From an optimization exercise on the open Yosys and OpenROAD flow, aimed at small area, a short achievable clock period and few clock cycles; shortcuts taken in it are not production practice.
In this exercise RTL edits were held to simulation tests only and were not proved equivalent to the original.
Power is estimated from default activity; no workload was simulated.

## garnet
## RISC_V_Pipeline
module RISC_V_Pipeline(clk, rst, imem_addr, imem_rdata, dmem_addr, dmem_wdata, dmem_we, dmem_rdata);
    input clk, rst;
    output [31:0] imem_addr, dmem_addr, dmem_wdata;
    output dmem_we;
    input [31:0] imem_rdata, dmem_rdata;
    localparam OP_R    = 7'b0110011, OP_I    = 7'b0010011, OP_LOAD = 7'b0000011,
               OP_S    = 7'b0100011, OP_B    = 7'b1100011, OP_JALR = 7'b1100111,
               OP_JAL  = 7'b1101111, OP_LUI  = 7'b0110111;
    reg [31:0] pcF;
    reg        rdr;           
    reg [3:0]  rdrO, rdrON;   
    reg [31:0] rdrT;
    reg [31:0] irX;
    reg        vX;
    reg [31:0] altX;          
    reg [31:0] srcA, srcB;    
    reg        fwdA, fwdB;    
    reg        fwdLA, fwdLB;  
    reg xLoad, xStore, xJalr, xImm, xWr;
    reg xAddB, xAddNB;        
    reg xAddNI;               
    reg xCin;                 
    reg xEq, xNe, xLt, xGe;   
    reg rSum, rSlt, rSltu, rXor, rOr, rAnd, rLui, rLink;
    reg [31:0] mRes, mWdata;
    reg        mWe, mRegW, mLoad;
    reg [4:0]  mRd;
    reg [31:0] rf [1:31];
    wire [31:0] fa = rdr ? rdrT : pcF;
    wire [31:0] fa4;
    Inc4 faInc(.x(fa), .y(fa4));
    genvar j, r;
    generate
        for (j = 0; j < 32; j = j + 1) begin : fo
            wire t_n, p_n;
            G_NAND2 mt(.a(rdrT[j]), .b(rdrO[j / 8]), .y(t_n));
            G_NAND2 mp(.a(pcF[j]), .b(rdrON[j / 8]), .y(p_n));
            G_NAND2 mo(.a(t_n), .b(p_n), .y(imem_addr[j]));
        end
    endgenerate
    assign dmem_addr  = mRes;
    assign dmem_wdata = mWdata;
    assign dmem_we    = mWe;
    wire [31:0] wbData = mLoad ? dmem_rdata : mRes;
    always @(posedge clk) begin
        if (mRegW)
            rf[mRd] <= wbData;
    end
    wire [4:0] rd = irX[11:7];
    wire [31:0] immI = {{20{irX[31]}}, irX[31:20]};
  ...
For scale: ~5100 cells after synthesis, about 59000 um^2 of cells after synthesis.
clock: 11.0 ns
lec_check: 0
cap_margin: 20
core_margin: 2
core_utilization: 45
cts_cluster_diameter: 70
cts_cluster_size: 26
place_density: 0.62
setup_slack_margin: 5
slew_margin: 20
synth_hierarchical: 1
standard.sh (not shown) runs the stock make flow with config.mk's settings and CLKGATE_MAP_FILE= SYNTH_SCRIPT=/design/flow/synth_recipe.tcl, a recipe that flattens the netlist after the stock synthesis.
==> flow/flow/run.sh <==
#!/bin/bash
set -euo pipefail
ARGS=(SETUP_SLACK_MARGIN=7.3 'BUFFER_PORTS_ARGS=-buffer_cell sky130_fd_sc_hd__buf_2')
bash standard.sh "${ARGS[@]}" synth > synth.log 2>&1
SYNTH_ODB=orfs/results/$FLOW_PLATFORM/RISC_V_Pipeline/base/1_synth.odb openroad -no_init -exit flow/downsize.tcl > downsize.log 2>&1
bash standard.sh "${ARGS[@]}" finish > standard.log 2>&1
==> flow/flow/downsize.tcl <==
# Set every combinational cell of the synthesized netlist to its drive
# strength 1 (where the library has one); placement and timing repair then
# size up only the cells that need it. Flip-flops are left as synthesized.
read_db $::env(SYNTH_ODB)
set db [ord::get_db]
set n 0
foreach inst [[ord::get_db_block] getInsts] {
    set name [[$inst getMaster] getName]
    if {[regexp {^sky130_fd_sc_hd__([a-z0-9]+)_([0-9]+)$} $name -> base drv]} {
        if {$drv > 1 && ![regexp {^(df|edf|sdf|dl|conb|tap|fill|decap|clk)} $base]} {
            set m [$db findMaster "sky130_fd_sc_hd__${base}_1"]
            if {$m ne "NULL"} {
                $inst swapMaster $m
                incr n
            }
        }
    }
}
puts "downsized $n cells"
write_db $::env(SYNTH_ODB)
Testbench counts of garnet, summed over its fixed seeds: cycles 18,670.
The inputs of indigo differ from those of garnet as listed below.
==> flow/flow/run.sh <==
#!/bin/bash
set -euo pipefail
ARGS=(SETUP_SLACK_MARGIN=7 'BUFFER_PORTS_ARGS=-buffer_cell sky130_fd_sc_hd__buf_2')
bash standard.sh "${ARGS[@]}" synth > synth.log 2>&1
SYNTH_ODB=orfs/results/$FLOW_PLATFORM/RISC_V_Pipeline/base/1_synth.odb openroad -no_init -exit flow/downsize.tcl > downsize.log 2>&1
bash standard.sh "${ARGS[@]}" finish > standard.log 2>&1
==> comparison <==
- indigo: done, clean on timing, DRC and antenna
- NOTE: share of the clock period used by the worst path in indigo exceeds that of garnet
- Relative to garnet, largest fanout on the critical path decreased by 3 in indigo.
- Fraction of the core area covered by cells at the end of the flow: indigo < garnet
- Between indigo and garnet, final cell count is higher for garnet, indigo comes in under that.
- Wire length on met2, indigo and garnet: lower on indigo
- garnet has a higher via count than indigo.
- As far as level count of the clock H-tree is concerned, garnet and indigo perform about the same.
- Of indigo and garnet, the run reporting the lower number of cells on the critical path was garnet.
- Comparing indigo and garnet, non-clock buffer count in the final layout is higher on garnet.
- Routed wire length delta for indigo relative to garnet: about 2.3% lower
- Combinational fraction of design power: indigo < garnet

-- port drivers added, routing unchanged --
Ports are ideal in the flow. The routed layouts listed here were re-timed in OpenROAD.
Step 1 sets driving cells, clkbuf_16 on the clock port and buf_2 on the other inputs (assumed; they add their load-dependent delay and slew).
Step 2 also shifts input and output timing later by t, the mid clock arrival at the registers, as if the neighbouring blocks saw the same clock.
Three values: ideal ports, drivers, drivers and shift; two values: the first two.
| run | t, ns | slack for setup (ns) | worst setup path at the end | latest minus earliest clock arrival (ns) | worst register clock-pin slew, ns |
|---|---|---|---|---|---|
| garnet | 0.814 | 7.084 / 7.005 / 6.310 | input to register | 0.069 / 0.070 | 0.10 / 0.10 |
| indigo | 0.810 | 6.963 / 6.923 / 6.145 | input to register | 0.081 / 0.081 | 0.10 / 0.10 |
After both steps setup and hold are still met in every run listed. For indigo, which loses most, drivers alone change the setup slack by -0.040 ns; drivers and shift together by -0.818 ns.
